This design comes from an exercise in tuning for small area and a short achievable clock period on the open sky130 flow, not from production work. Only simulation tests tie the RTL to the original design; equivalence was not proved. Power figures rest on the tool's default switching activity, not on a simulated workload. The clock port is modelled as an ideal driver; clocking choices that lean on that would not hold on a real chip.

==> job 9321: inputs <==
## wavegen_core
module wavegen_core(
	input         clk,
	input         rst_n,
	input  [7:0]  mode,
	input         flag_time,
	input         flag_val,
	input  [7:0]  channel,
	input  [31:0] data_time,
	input         data_val,
	input         trig,
	output [7:0]  waveform,
	output        trig_sync,
	output        armed,
	output [3:0]  state
);
==> flow/config.mk <==
export PLATFORM = sky130hd
export DESIGN_NAME = wavegen_core
export DESIGN_NICKNAME = wavegen_core
export VERILOG_FILES = /design/flow/design.v
export SDC_FILE = /design/flow/constraint.sdc
export NUM_CORES = 4
export LEC_CHECK = 0
export CAP_MARGIN = 30
export CORE_MARGIN = 2
export CORE_UTILIZATION = 64
export CTS_CLUSTER_DIAMETER = 100
export CTS_CLUSTER_SIZE = 30
export PLACE_DENSITY = 0.74
export SETUP_SLACK_MARGIN = 4.1
export SLEW_MARGIN = 45
==> flow/constraint.sdc <==
create_clock -name core_clock -period 7.0 [get_ports {clk}]
set_input_delay 1.4000 -clock core_clock [delete_from_list [all_inputs] [get_ports {clk}]]
set_output_delay 1.4000 -clock core_clock [all_outputs]
set_load 0.01 [all_outputs]
standard.sh (not shown) runs the stock make flow with config.mk's settings and CLKGATE_MAP_FILE= SYNTH_SCRIPT=/design/flow/synth_recipe.tcl, a recipe that flattens the netlist after the stock synthesis.
==> flow/flow/run.sh <==
#!/bin/bash
# The standard layout (the standard.sh: standard synthesis, then ORFS to
# finish) with two changes made through ORFS's own variables:
#  - the port buffers are buf_4 cells instead of the smallest buffer ORFS
#    picks (a slow delay cell), so the port paths are not slowed down;
#  - CTS does not add dummy loads to the clock tree.
# The full output of the run goes to flow.log in this folder.
set -euo pipefail
export BUFFER_PORTS_ARGS="-buffer_cell sky130_fd_sc_hd__buf_4"
export CTS_ARGS="-sink_clustering_enable -repair_clock_nets -sink_clustering_size 30 -sink_clustering_max_diameter 100 -dont_use_dummy_load"
bash standard.sh > flow.log 2>&1
==> job 8227: changes against job 9321 <==
--- a/flow/design.v
+++ b/flow/design.v
@@ -1,44 +1,48 @@
 module onchip_16_pulse (
 	input             clock,
 	input      [3:0]  ins,
 	input      [31:0] data,
 	input      [31:0] sel,    
-	output reg [31:0] q
+	output     [31:0] q
 );
-	reg [1023:0] ring;
-	integer i;
-	always @ (*) begin
-		q = 32'd0;
-		for (i = 0; i < 32; i = i + 1)
-			q = q | (ring[i*32 +: 32] & {32{sel[i]}});
-	end
-	always @ (posedge clock) begin
-		for (i = 0; i < 32; i = i + 1) begin
-			if (i % 8 == 0 && ins[i / 8])
-				ring[i*32 +: 32] <= data;
-			else
-				ring[i*32 +: 32] <= ring[((i+1)%32)*32 +: 32];
+	wire [1023:0] ring;
+	wire [31:0] acc [0:32];
+	assign acc[0] = 32'd0;
+	genvar w;
+	generate
+		for (w = 0; w < 32; w = w + 1) begin : word
+			reg [31:0] r;
+			always @ (posedge clock)
+				if (w % 8 == 0 && ins[w / 8])
+					r <= data;
+				else
+					r <= ring[((w+1)%32)*32 +: 32];
+			assign ring[w*32 +: 32] = r;
+			assign acc[w+1] = acc[w] | (r & {32{sel[w]}});
 		end
-	end
+	endgenerate
+	assign q = acc[32];
 endmodule
 module streamer16p #(
 	parameter         ID = 0
 )(
 	input             iNRST,
 	input             iCLK,
 	input      [31:0] iTIME_NEXT,     
 	input             iSEL_WAVE,      
+	input             iSEL_WAVE_PORT, 
 	input             iSEL_INIT,      
 	input             iSEL_VAL,       
 	input             iMODE_IDLE,
 	input             iMODE_TO_INIT,  
 	input             iT_RISE,        
 	input             iT_FALL,        
 	input             iV_RISE,        
+	input             iWIN_NOW,       
 	input             iWIN_N,         
 	input             iWIN_LATE_N,    
 	input      [4:0]  iG,             
 	input      [4:0]  iG1,            
 	input      [31:0] iDATA_TIME,
 	input             iDATA_CH_VAL,
 	output            oWAVEFORM
@@ -51,24 +55,27 @@
 reg [31:0] PSel;
 reg        Match;
 reg [3:0]  InsEn;
 wire [31:0] TimeToChange;
 wire [4:0] Index = iSEL_WAVE ? IndexW : IndexR;
 wire [4:0] TgtN  = iWIN_LATE_N ? IndexMax : IndexW;
 wire [4:0] IpN   = TgtN + iG;
+wire       SelW  = iWIN_NOW ? iSEL_WAVE_PORT : iSEL_WAVE;
+wire [4:0] IpNow = IndexW + iG1;
+wire [3:0] InsNow = (SelW && iWIN_NOW && IpNow[2:0] == 3'd0) ? (4'd1 << IpNow[4:3]) : 4'd0;
 onchip_16_pulse mem(
 	.clock(iCLK),
-	.ins  (InsEn),
+	.ins  (InsEn | InsNow),
 	.data (iDATA_TIME),
 	.sel  (PSel),
 	.q    (TimeToChange)
 );
 always @ (posedge iCLK) begin
 	PSel   <= 32'd1 << (Index + iG1);
-	InsEn <= (iSEL_WAVE && iWIN_N && IpN[2:0] == 3'd0) ? (4'd1 << IpN[4:3]) : 4'd0;
+	InsEn <= (SelW && iWIN_N && IpN[2:0] == 3'd0) ? (4'd1 << IpN[4:3]) : 4'd0;
 end
 assign oWAVEFORM = QOut;
 reg Q_next;
 always @ (*) begin
 	if (iMODE_TO_INIT)
 		Q_next = InitQ;
 	else if (iSEL_VAL && iV_RISE)
@@ -121,14 +128,15 @@
 	input             iNRST,
 	input             iCLK,
 	input             iMODE_IDLE,
 	input             iMODE_PERIOD,
 	input             iMODE_ARM,
 	input             iMODE_TO_INIT,    
 	input      [7:0]  iSEL_WAVE,
+	input      [7:0]  iSEL_WAVE_PORT,    
 	input      [7:0]  iSEL_INIT,
 	input      [7:0]  iSEL_VAL,
 	input             iFLAG_TIME_PORT,   
 	input             iFLAG_TIME_READY,
 	input             iFLAG_CH_VAL_READY,
 	input      [31:0] iDATA_TIME,
 	input             iDATA_CH_VAL,
@@ -206,29 +214,29 @@
 		WinCnt         <= 3'd0;
 		WinLateN       <= 1'b0;
 		oTRIG_SYNC     <= 1'b0;
 		oARMED         <= 1'b0;
 	end
 	else begin
 		CounterState   <= CounterState_next;
-		TimePlus1      <= TimeCounter_next + 1'b1;
+		TimePlus1      <= TcInc ? TimePlus1 + 1'b1 : TcOne ? 32'd2 : 32'd0;
 		TcInc          <= (CounterState_next == CNT_ST_RUN || CounterState_next == CNT_ST_PERIODIC_RUN);
 		TcOne          <= (CounterState_next == CNT_ST_ARMED_CAUGHT_TRIG || CounterState_next == CNT_ST_PERIODIC_ZEROING);
 		TrigEdgeCatch  <= {TrigEdgeCatch[0], iTRIG};
 		FlagTEdgeCatch <= {FlagTEdgeCatch[0], iFLAG_TIME_READY};
 		FlagVEdgeCatch <= {FlagVEdgeCatch[0], iFLAG_CH_VAL_READY};
 		StateOut       <= CounterState_next;
 		if (iMODE_PERIOD && FlagTEdgeCatch == 2'b01) begin
 			Period   <= iDATA_TIME;
 			PeriodNZ <= (iDATA_TIME != 32'd0);
 		end
 		EqPeriod       <= TcInc ? (TimePlus1 == Period) : (Period == 32'd1);
 		EqMax          <= (TimePlus1 == TimeCounterMax-1);
 		OutputSyncTrig <= (CounterState == CNT_ST_ARMED_CAUGHT_TRIG) ? OutputSyncTrig + 1'b1 : 7'd0;
-		WinCnt         <= TRiseEarly ? 3'd1 : (WinCnt != 3'd0) ? WinCnt + 1'b1 : 3'd0;
+		WinCnt         <= TRiseEarly ? 3'd1 : (WinCnt != 3'd0 && WinCnt != 3'd6) ? WinCnt + 1'b1 : 3'd0;
 		WinLateN       <= (WinCnt >= 3'd2);
 		oTRIG_SYNC     <= (CounterState_next == CNT_ST_ARMED_CAUGHT_TRIG);
 		oARMED         <= (CounterState_next == CNT_ST_ARMED);
 	end
 end
 always @ (posedge iCLK) begin
 	G  <= G - 1'b1;
@@ -239,21 +247,23 @@
 generate
 	for (c = 0; c < 8; c = c + 1) begin : ch
 		streamer16p #(.ID(c)) streamer(
 			.iNRST        (iNRST),
 			.iCLK         (iCLK),
 			.iTIME_NEXT   (TimeCounter_next),
 			.iSEL_WAVE    (iSEL_WAVE[c]),
+			.iSEL_WAVE_PORT(iSEL_WAVE_PORT[c]),
 			.iSEL_INIT    (iSEL_INIT[c]),
 			.iSEL_VAL     (iSEL_VAL[c]),
 			.iMODE_IDLE   (iMODE_IDLE),
 			.iMODE_TO_INIT(iMODE_TO_INIT),
 			.iT_RISE      (FlagTEdgeCatch == 2'b01),
 			.iT_FALL      (FlagTEdgeCatch == 2'b10),
 			.iV_RISE      (FlagVEdgeCatch == 2'b01),
+			.iWIN_NOW     (TRiseEarly),
 			.iWIN_N       (WinN),
 			.iWIN_LATE_N  (WinLateN),
 			.iG           (G),
 			.iG1          (G1),
 			.iDATA_TIME   (iDATA_TIME),
 			.iDATA_CH_VAL (iDATA_CH_VAL),
 			.oWAVEFORM    (oWAVEFORM[c])
@@ -279,14 +289,15 @@
 reg                ModeIdle, ModePeriod, ModeArm, ModeToInit;
 reg  [7:0]         SelWave, SelInit, SelVal;
 reg                FlagTimeReady;
 reg                FlagChValueReady;
 reg  [31:0]        DataTime;
 reg                DataChValue;
 wire [7:0] ChDec = (channel[7:3] == 5'd0) ? (8'd1 << channel[2:0]) : 8'd0;
+wire [7:0] SelWavePort = (mode == 8'h02) ? ChDec : 8'h00;
 always @ (posedge clk or negedge rst_n) begin
 	if (!rst_n) begin
 		ModeIdle         <= 1'b1;
 		ModePeriod       <= 1'b0;
 		ModeArm          <= 1'b0;
 		ModeToInit       <= 1'b0;
 		SelWave          <= 8'h00;
@@ -296,15 +307,15 @@
 		FlagChValueReady <= 1'b0;
 	end
 	else begin
 		ModeIdle         <= (mode == 8'h00);
 		ModePeriod       <= (mode == 8'h01);
 		ModeArm          <= (mode == 8'h80);
 		ModeToInit       <= (mode == 8'h80) || (mode == 8'h81);
-		SelWave          <= (mode == 8'h02) ? ChDec : 8'h00;
+		SelWave          <= SelWavePort;
 		SelInit          <= (mode == 8'h03) ? ChDec : 8'h00;
 		SelVal           <= (mode == 8'h04) ? ChDec : 8'h00;
 		FlagTimeReady    <= flag_time;
 		FlagChValueReady <= flag_val;
 	end
 end
 always @ (posedge clk) begin
@@ -315,14 +326,15 @@
 	.iNRST             (rst_n),
 	.iCLK              (clk),
 	.iMODE_IDLE        (ModeIdle),
 	.iMODE_PERIOD      (ModePeriod),
 	.iMODE_ARM         (ModeArm),
 	.iMODE_TO_INIT     (ModeToInit),
 	.iSEL_WAVE         (SelWave),
+	.iSEL_WAVE_PORT    (SelWavePort),
 	.iSEL_INIT         (SelInit),
 	.iSEL_VAL          (SelVal),
 	.iFLAG_TIME_PORT   (flag_time),
 	.iFLAG_TIME_READY  (FlagTimeReady),
 	.iFLAG_CH_VAL_READY(FlagChValueReady),
 	.iDATA_TIME        (DataTime),
 	.iDATA_CH_VAL      (DataChValue),
==> flow/flow/run.sh (replaced) <==
#!/bin/bash
# The standard layout (the standard.sh: standard synthesis, then ORFS to
# finish) with two changes made through ORFS's own variables:
#  - the port buffers are buf_4 cells instead of the smallest buffer ORFS
#    picks (a slow delay cell), so the port paths are not slowed down;
#  - CTS does not add dummy loads to the clock tree.
# The full output of the run goes to flow.log in this folder.
set -euo pipefail
export BUFFER_PORTS_ARGS="-buffer_cell sky130_fd_sc_hd__buf_4"
export CTS_ARGS="-sink_clustering_enable -repair_clock_nets -sink_clustering_size 26 -sink_clustering_max_diameter 90 -dont_use_dummy_load"
bash standard.sh > flow.log 2>&1
Settings changed: CORE_UTILIZATION 64 to 70, CTS_CLUSTER_DIAMETER 100 to 90, CTS_CLUSTER_SIZE 30 to 26, PLACE_DENSITY 0.74 to 0.8.
==> job 4689: changes against job 9321 <==
==> flow/design.v (replaced) <==
module onchip_16_pulse (
	input             clock,
	input             we,
	input      [4:0]  ip,
	input      [31:0] data,
	input      [4:0]  pa,
	output reg [31:0] q
);
	reg [1023:0] ring;
	function is_ins(input integer p);
		is_ins = (p == 0) || (p == 7) || (p == 14) || (p == 20) || (p == 26);
	endfunction
	integer i;
	always @ (posedge clock) begin
		for (i = 0; i < 32; i = i + 1) begin
			if (is_ins(i) && we && ip == i)
				ring[i*32 +: 32] <= data;
			else
				ring[i*32 +: 32] <= ring[((i+1)%32)*32 +: 32];
		end
		q <= ring[pa*32 +: 32];
	end
endmodule
module streamer16p #(
	parameter         ID = 0
)(
	input             iNRST,
	input             iCLK,
	input      [31:0] iTIME_COUNTER,
	input             iSEL_WAVE,      
	input             iSEL_INIT,      
	input             iSEL_VAL,       
	input             iMODE_IDLE,
	input             iMODE_TO_INIT,  
	input             iT_RISE,        
	input             iT_FALL,        
	input             iV_RISE,        
	input             iWIN,           
	input             iWIN_LATE,      
	input      [4:0]  iG,             
	input      [31:0] iDATA_TIME,
	input             iDATA_CH_VAL,
	output            oWAVEFORM
);
localparam ST_IDLE = 3'd0, ST_SET = 3'd1, ST_TO_CHANGE = 3'd2,
           ST_BUF0 = 3'd3, ST_BUF1 = 3'd4;
reg [4:0]  IndexMax, IndexR, IndexW;
reg        InitQ, Q;
reg [2:0]  St;
reg [4:0]  PA;
wire [31:0] TimeToChange;
wire [4:0] Index = iSEL_WAVE ? IndexW : IndexR;
wire [4:0] Tgt   = iWIN_LATE ? IndexMax : IndexW;
onchip_16_pulse mem(
	.clock(iCLK),
	.we   (iSEL_WAVE & iWIN),
	.ip   (Tgt + iG - 5'd1),
	.data (iDATA_TIME),
	.pa   (PA),
	.q    (TimeToChange)
);
always @ (posedge iCLK)
	PA <= Index + iG - 5'd1;
assign oWAVEFORM = Q;
always @ (negedge iNRST or posedge iCLK) begin
	if (!iNRST) begin
		IndexMax <= 0;
		IndexR   <= 0;
		IndexW   <= 0;
		InitQ    <= 1'b0;
		Q        <= 1'b0;
		St       <= ST_IDLE;
	end
	else begin
		if (iSEL_WAVE) begin
			if (iT_RISE) IndexMax <= IndexW;
			if (iT_FALL) IndexW <= IndexW + 1'b1;
		end
		else
			IndexW <= 0;
		if (iSEL_INIT && iV_RISE)
			InitQ <= iDATA_CH_VAL;
		if (iMODE_TO_INIT)
			Q <= InitQ;
		else if (iSEL_VAL && iV_RISE)
			Q <= iDATA_CH_VAL;
		else if (St == ST_BUF0)
			Q <= !Q;
		case (St)
			ST_IDLE:      St <= !iMODE_IDLE ? ST_SET :
			                    (iTIME_COUNTER == TimeToChange) ? ST_TO_CHANGE : ST_IDLE;
			ST_SET:       St <= !iMODE_IDLE ? ST_SET : ST_IDLE;
			ST_TO_CHANGE: St <= ST_BUF0;
			ST_BUF0:      St <= ST_BUF1;
			default:      St <= ST_IDLE;
		endcase
		case (St)
			ST_SET:       IndexR <= IndexMax;
			ST_TO_CHANGE: IndexR <= (IndexR == 0) ? IndexMax : IndexR - 1'b1;
			default:      IndexR <= IndexR;
		endcase
	end
end
endmodule
module SEQ_WAVE_GEN(
	input             iNRST,
	input             iCLK,
	input             iMODE_IDLE,
	input             iMODE_PERIOD,
	input             iMODE_ARM,
	input             iMODE_TO_INIT,    
	input      [7:0]  iSEL_WAVE,
	input      [7:0]  iSEL_INIT,
	input      [7:0]  iSEL_VAL,
	input             iFLAG_TIME_READY,
	input             iFLAG_CH_VAL_READY,
	input      [31:0] iDATA_TIME,
	input             iDATA_CH_VAL,
	input             iTRIG,
	output     [7:0]  oWAVEFORM,
	output reg        oTRIG_SYNC,
	output reg        oARMED,
	output     [3:0]  oTEST
);
localparam CNT_ST_IDLE               = 4'd0;
localparam CNT_ST_ARMED              = 4'd1;
localparam CNT_ST_ARMED_CAUGHT_TRIG  = 4'd2;
localparam CNT_ST_RUN                = 4'd4;
localparam CNT_ST_PERIODIC_RUN       = 4'd5;
localparam CNT_ST_PERIODIC_ZEROING   = 4'd7;
localparam TimeCounterMax = 32'hFFFFFFFF;
reg [3:0]  CounterState, CounterState_next;
reg [31:0] TimeCounter, TimeCounter_next;
reg [31:0] Period;
reg [1:0]  TrigEdgeCatch;
reg [1:0]  FlagTEdgeCatch;
reg [1:0]  FlagVEdgeCatch;
reg [6:0]  OutputSyncTrig;
reg [2:0]  WinCnt;
reg [4:0]  G;
assign oTEST = CounterState;
wire TRise = iFLAG_TIME_READY & ~FlagTEdgeCatch[0];
always @ (*) begin
	case (CounterState)
		CNT_ST_IDLE:
			CounterState_next = iMODE_ARM ? CNT_ST_ARMED : CounterState;
		CNT_ST_ARMED:
			CounterState_next = (!iMODE_IDLE && !iMODE_ARM) ? CNT_ST_IDLE :
			                    (TrigEdgeCatch == 2'b01) ? CNT_ST_ARMED_CAUGHT_TRIG : CNT_ST_ARMED;
		CNT_ST_ARMED_CAUGHT_TRIG:
			CounterState_next = (OutputSyncTrig != 7'd127) ? CNT_ST_ARMED_CAUGHT_TRIG :
			                    (Period != 0) ? CNT_ST_PERIODIC_RUN : CNT_ST_RUN;
		CNT_ST_RUN:
			CounterState_next = !iMODE_IDLE ? CNT_ST_IDLE :
			                    (TimeCounter == TimeCounterMax-1) ? CNT_ST_IDLE : CNT_ST_RUN;
		CNT_ST_PERIODIC_RUN:
			CounterState_next = !iMODE_IDLE ? CNT_ST_IDLE :
			                    (TimeCounter == Period) ? CNT_ST_PERIODIC_ZEROING : CNT_ST_PERIODIC_RUN;
		CNT_ST_PERIODIC_ZEROING:
			CounterState_next = CNT_ST_PERIODIC_RUN;
		default:
			CounterState_next = CNT_ST_IDLE;
	endcase
	case (CounterState)
		CNT_ST_ARMED_CAUGHT_TRIG: TimeCounter_next = 1;
		CNT_ST_RUN:               TimeCounter_next = TimeCounter + 1'b1;
		CNT_ST_PERIODIC_RUN:      TimeCounter_next = TimeCounter + 1'b1;
		CNT_ST_PERIODIC_ZEROING:  TimeCounter_next = 1;
		default:                  TimeCounter_next = TimeCounterMax;
	endcase
end
always @ (negedge iNRST or posedge iCLK) begin
	if (!iNRST) begin
		CounterState   <= CNT_ST_IDLE;
		TimeCounter    <= TimeCounterMax;
		Period         <= 32'd0;
		TrigEdgeCatch  <= 2'b00;
		FlagTEdgeCatch <= 2'b00;
		FlagVEdgeCatch <= 2'b00;
		OutputSyncTrig <= 7'd0;
		WinCnt         <= 3'd0;
		oTRIG_SYNC     <= 1'b0;
		oARMED         <= 1'b0;
	end
	else begin
		CounterState   <= CounterState_next;
		TimeCounter    <= TimeCounter_next;
		TrigEdgeCatch  <= {TrigEdgeCatch[0], iTRIG};
		FlagTEdgeCatch <= {FlagTEdgeCatch[0], iFLAG_TIME_READY};
		FlagVEdgeCatch <= {FlagVEdgeCatch[0], iFLAG_CH_VAL_READY};
		if (iMODE_PERIOD && FlagTEdgeCatch == 2'b01)
			Period <= iDATA_TIME;
		OutputSyncTrig <= (CounterState == CNT_ST_ARMED_CAUGHT_TRIG) ? OutputSyncTrig + 1'b1 : 7'd0;
		WinCnt         <= TRise ? 3'd1 : (WinCnt != 3'd0 && WinCnt != 3'd6) ? WinCnt + 1'b1 : 3'd0;
		oTRIG_SYNC     <= (CounterState_next == CNT_ST_ARMED_CAUGHT_TRIG);
		oARMED         <= (CounterState_next == CNT_ST_ARMED);
	end
end
always @ (posedge iCLK)
	G <= G - 1'b1;
wire Win     = TRise | (WinCnt != 3'd0);
wire WinLate = (WinCnt >= 3'd2);
genvar c;
generate
	for (c = 0; c < 8; c = c + 1) begin : ch
		streamer16p #(.ID(c)) streamer(
			.iNRST        (iNRST),
			.iCLK         (iCLK),
			.iTIME_COUNTER(TimeCounter),
			.iSEL_WAVE    (iSEL_WAVE[c]),
			.iSEL_INIT    (iSEL_INIT[c]),
			.iSEL_VAL     (iSEL_VAL[c]),
			.iMODE_IDLE   (iMODE_IDLE),
			.iMODE_TO_INIT(iMODE_TO_INIT),
			.iT_RISE      (FlagTEdgeCatch == 2'b01),
			.iT_FALL      (FlagTEdgeCatch == 2'b10),
			.iV_RISE      (FlagVEdgeCatch == 2'b01),
			.iWIN         (Win),
			.iWIN_LATE    (WinLate),
			.iG           (G),
			.iDATA_TIME   (iDATA_TIME),
			.iDATA_CH_VAL (iDATA_CH_VAL),
			.oWAVEFORM    (oWAVEFORM[c])
		);
	end
endgenerate
endmodule
module wavegen_core(
	input         clk,
	input         rst_n,
	input  [7:0]  mode,
	input         flag_time,
	input         flag_val,
	input  [7:0]  channel,
	input  [31:0] data_time,
	input         data_val,
	input         trig,
	output [7:0]  waveform,
	output        trig_sync,
	output        armed,
	output [3:0]  state
);
reg                ModeIdle, ModePeriod, ModeArm, ModeToInit;
reg  [7:0]         SelWave, SelInit, SelVal;
reg                FlagTimeReady;
reg                FlagChValueReady;
reg  [31:0]        DataTime;
reg                DataChValue;
wire [7:0] ChDec = (channel[7:3] == 5'd0) ? (8'd1 << channel[2:0]) : 8'd0;
always @ (posedge clk or negedge rst_n) begin
	if (!rst_n) begin
		ModeIdle         <= 1'b1;
		ModePeriod       <= 1'b0;
		ModeArm          <= 1'b0;
		ModeToInit       <= 1'b0;
		SelWave          <= 8'h00;
		SelInit          <= 8'h00;
		SelVal           <= 8'h00;
		FlagTimeReady    <= 1'b0;
		FlagChValueReady <= 1'b0;
	end
	else begin
		ModeIdle         <= (mode == 8'h00);
		ModePeriod       <= (mode == 8'h01);
		ModeArm          <= (mode == 8'h80);
		ModeToInit       <= (mode == 8'h80) || (mode == 8'h81);
		SelWave          <= (mode == 8'h02) ? ChDec : 8'h00;
		SelInit          <= (mode == 8'h03) ? ChDec : 8'h00;
		SelVal           <= (mode == 8'h04) ? ChDec : 8'h00;
		FlagTimeReady    <= flag_time;
		FlagChValueReady <= flag_val;
	end
end
always @ (posedge clk) begin
	DataTime    <= data_time;
	DataChValue <= data_val;
end
SEQ_WAVE_GEN seq_wave_gen0(
	.iNRST             (rst_n),
	.iCLK              (clk),
	.iMODE_IDLE        (ModeIdle),
	.iMODE_PERIOD      (ModePeriod),
	.iMODE_ARM         (ModeArm),
	.iMODE_TO_INIT     (ModeToInit),
	.iSEL_WAVE         (SelWave),
	.iSEL_INIT         (SelInit),
	.iSEL_VAL          (SelVal),
	.iFLAG_TIME_READY  (FlagTimeReady),
	.iFLAG_CH_VAL_READY(FlagChValueReady),
	.iDATA_TIME        (DataTime),
	.iDATA_CH_VAL      (DataChValue),
	.iTRIG             (trig),
	.oWAVEFORM         (waveform),
	.oTRIG_SYNC        (trig_sync),
	.oARMED            (armed),
	.oTEST             (state)
);
endmodule
==> flow/run.sh (new file) <==
#!/bin/bash
# synth_recipe.tcl (not shown) runs the flow's synth.tcl, then flattens the netlist and writes it again
# the make line also repeats each setting of config.mk as NAME=value (left out here)
make -C /OpenROAD-flow-scripts/flow DESIGN_CONFIG=/design/flow/config.mk WORK_HOME=/design/flow/orfs CLKGATE_MAP_FILE= SYNTH_SCRIPT=/design/flow/synth_recipe.tcl finish
Settings changed: CORE_UTILIZATION 64 to 50, CTS_CLUSTER_DIAMETER 100 to default, CTS_CLUSTER_SIZE 30 to default, PLACE_DENSITY 0.74 to 0.6, SETUP_SLACK_MARGIN 4.1 to default.
removed: flow/flow/run.sh
removed: flow/standard.sh
==> summary of the runs <==
Job 9321 ran to the end with no violations. Job 4689 finished with timing, DRC and antenna clean. Job 8227 went through all stages and came out clean.
In job 9321 the synthesized area is smaller than in job 8227, by about 1.1%.
Of job 8227 and job 9321, job 8227 has the higher synthesized cell count (gap about 5%, measured against job 9321).
Of job 8227 and job 9321, job 8227 has the higher clock power (gap about 6%, measured against job 9321).
Of job 8227 and job 4689, job 8227 has the higher worst hold slack (gap 140 ps).
Global-route usage: job 8227 > job 9321 > job 4689.
Against job 8227, the wire length of job 9321 is lower by about 1.8%.
Sequential power is about the same in job 9321 and job 4689.
First-iteration DRC count: job 8227 > job 9321 > job 4689.
Of job 9321 and job 4689, job 9321 has the higher register-to-register slack (gap 2300 ps).
Against job 8227, the sequential share of layout area of job 4689 is lower by 8.6 points.
==> figures <==
	job 8227	job 9321	job 4689
Count of TritonRoute iterations in the first routing pass	9	9	6
Period Utilization, post-route	43.6%	42.5%	75.3%
Power per Cell Area	277 nW/um2	279 nW/um2	313 nW/um2
Synthesized-area fraction occupied by adder cells	0.783%	0.562%	0.734%
Storage element area	179000 um2	179000 um2	178000 um2
Global-route track usage on met2	64.3%	59.7%	38.7%
Worst setup path endpoint	seq_wave_gen0.ch[7].streamer.mem.word[0].r[14]	seq_wave_gen0.ch[4].streamer.Match	seq_wave_gen0.ch[2].streamer.mem.ring[643]
Wire length the detailed router placed on met1	298 mm	309 mm	324 mm
RSZ-0062 raised after global routing	yes	yes	no
Switching fraction of total power	20.4%	20.4%	20.7%
Arrival time at the worst endpoint	3970 ps	3870 ps	6250 ps
Post-route worst setup slack	3950 ps	4030 ps	1730 ps
Slew of the pin with the lowest slew margin	845 ps	892 ps	926 ps
Inserted Clock Buffers	377	332	836
Seq area share	65.7%	67.0%	57.1%
Worst min-delay path endpoint	seq_wave_gen0.ch[4].streamer.mem.word[17].r[9]	seq_wave_gen0.ch[0].streamer.mem.ring[910]	-
Complex-gate fraction of the synthesized area	14.1%	14.8%	4.37%
Internal Dissipation	59.9 mW	59.0 mW	77.3 mW
Wire length on met3	114 mm	105 mm	35.6 mm
Status	finished clean	finished clean	finished clean
Final-layout clock-cell area share	3.47%	3.12%	9.23%

-- afterwards: timing with drivers on the ports --
No port has a modelled driver above. Below, the same layouts with a new extraction and two added sets of constraints. Step 1 (the two cells are an assumption about what drives the block):
set clk [get_ports {clk}]
set_driving_cell -lib_cell sky130_fd_sc_hd__clkbuf_16 $clk
set_driving_cell -lib_cell sky130_fd_sc_hd__buf_2 [delete_from_list [all_inputs] $clk]
Step 2, shift: input delay + t, output delay - t, t = (earliest + latest rising clock arrival at the registers) / 2. This alone moves slack from input paths to output paths. Slacks: ideal ports / drivers / drivers and shift; pairs: ideal ports / drivers.
run | shift t [ns] | slack for setup (ns) | hold WS [ns]
job 9321 | 1.091 | 4.027 / 3.911 / 3.733 | 0.303 / 0.303 / 0.303
job 8227 | 1.123 | 3.949 / 3.884 / 2.896 | 0.305 / 0.288 / 0.305
job 4689 | 1.245 | 1.731 / 1.731 / 1.731 | 0.163 / 0.114 / 0.301
After both steps every run listed still meets setup and hold. The setup slack of job 8227, which loses most, moves by -0.065 ns with the drivers and by -1.053 ns with both steps.
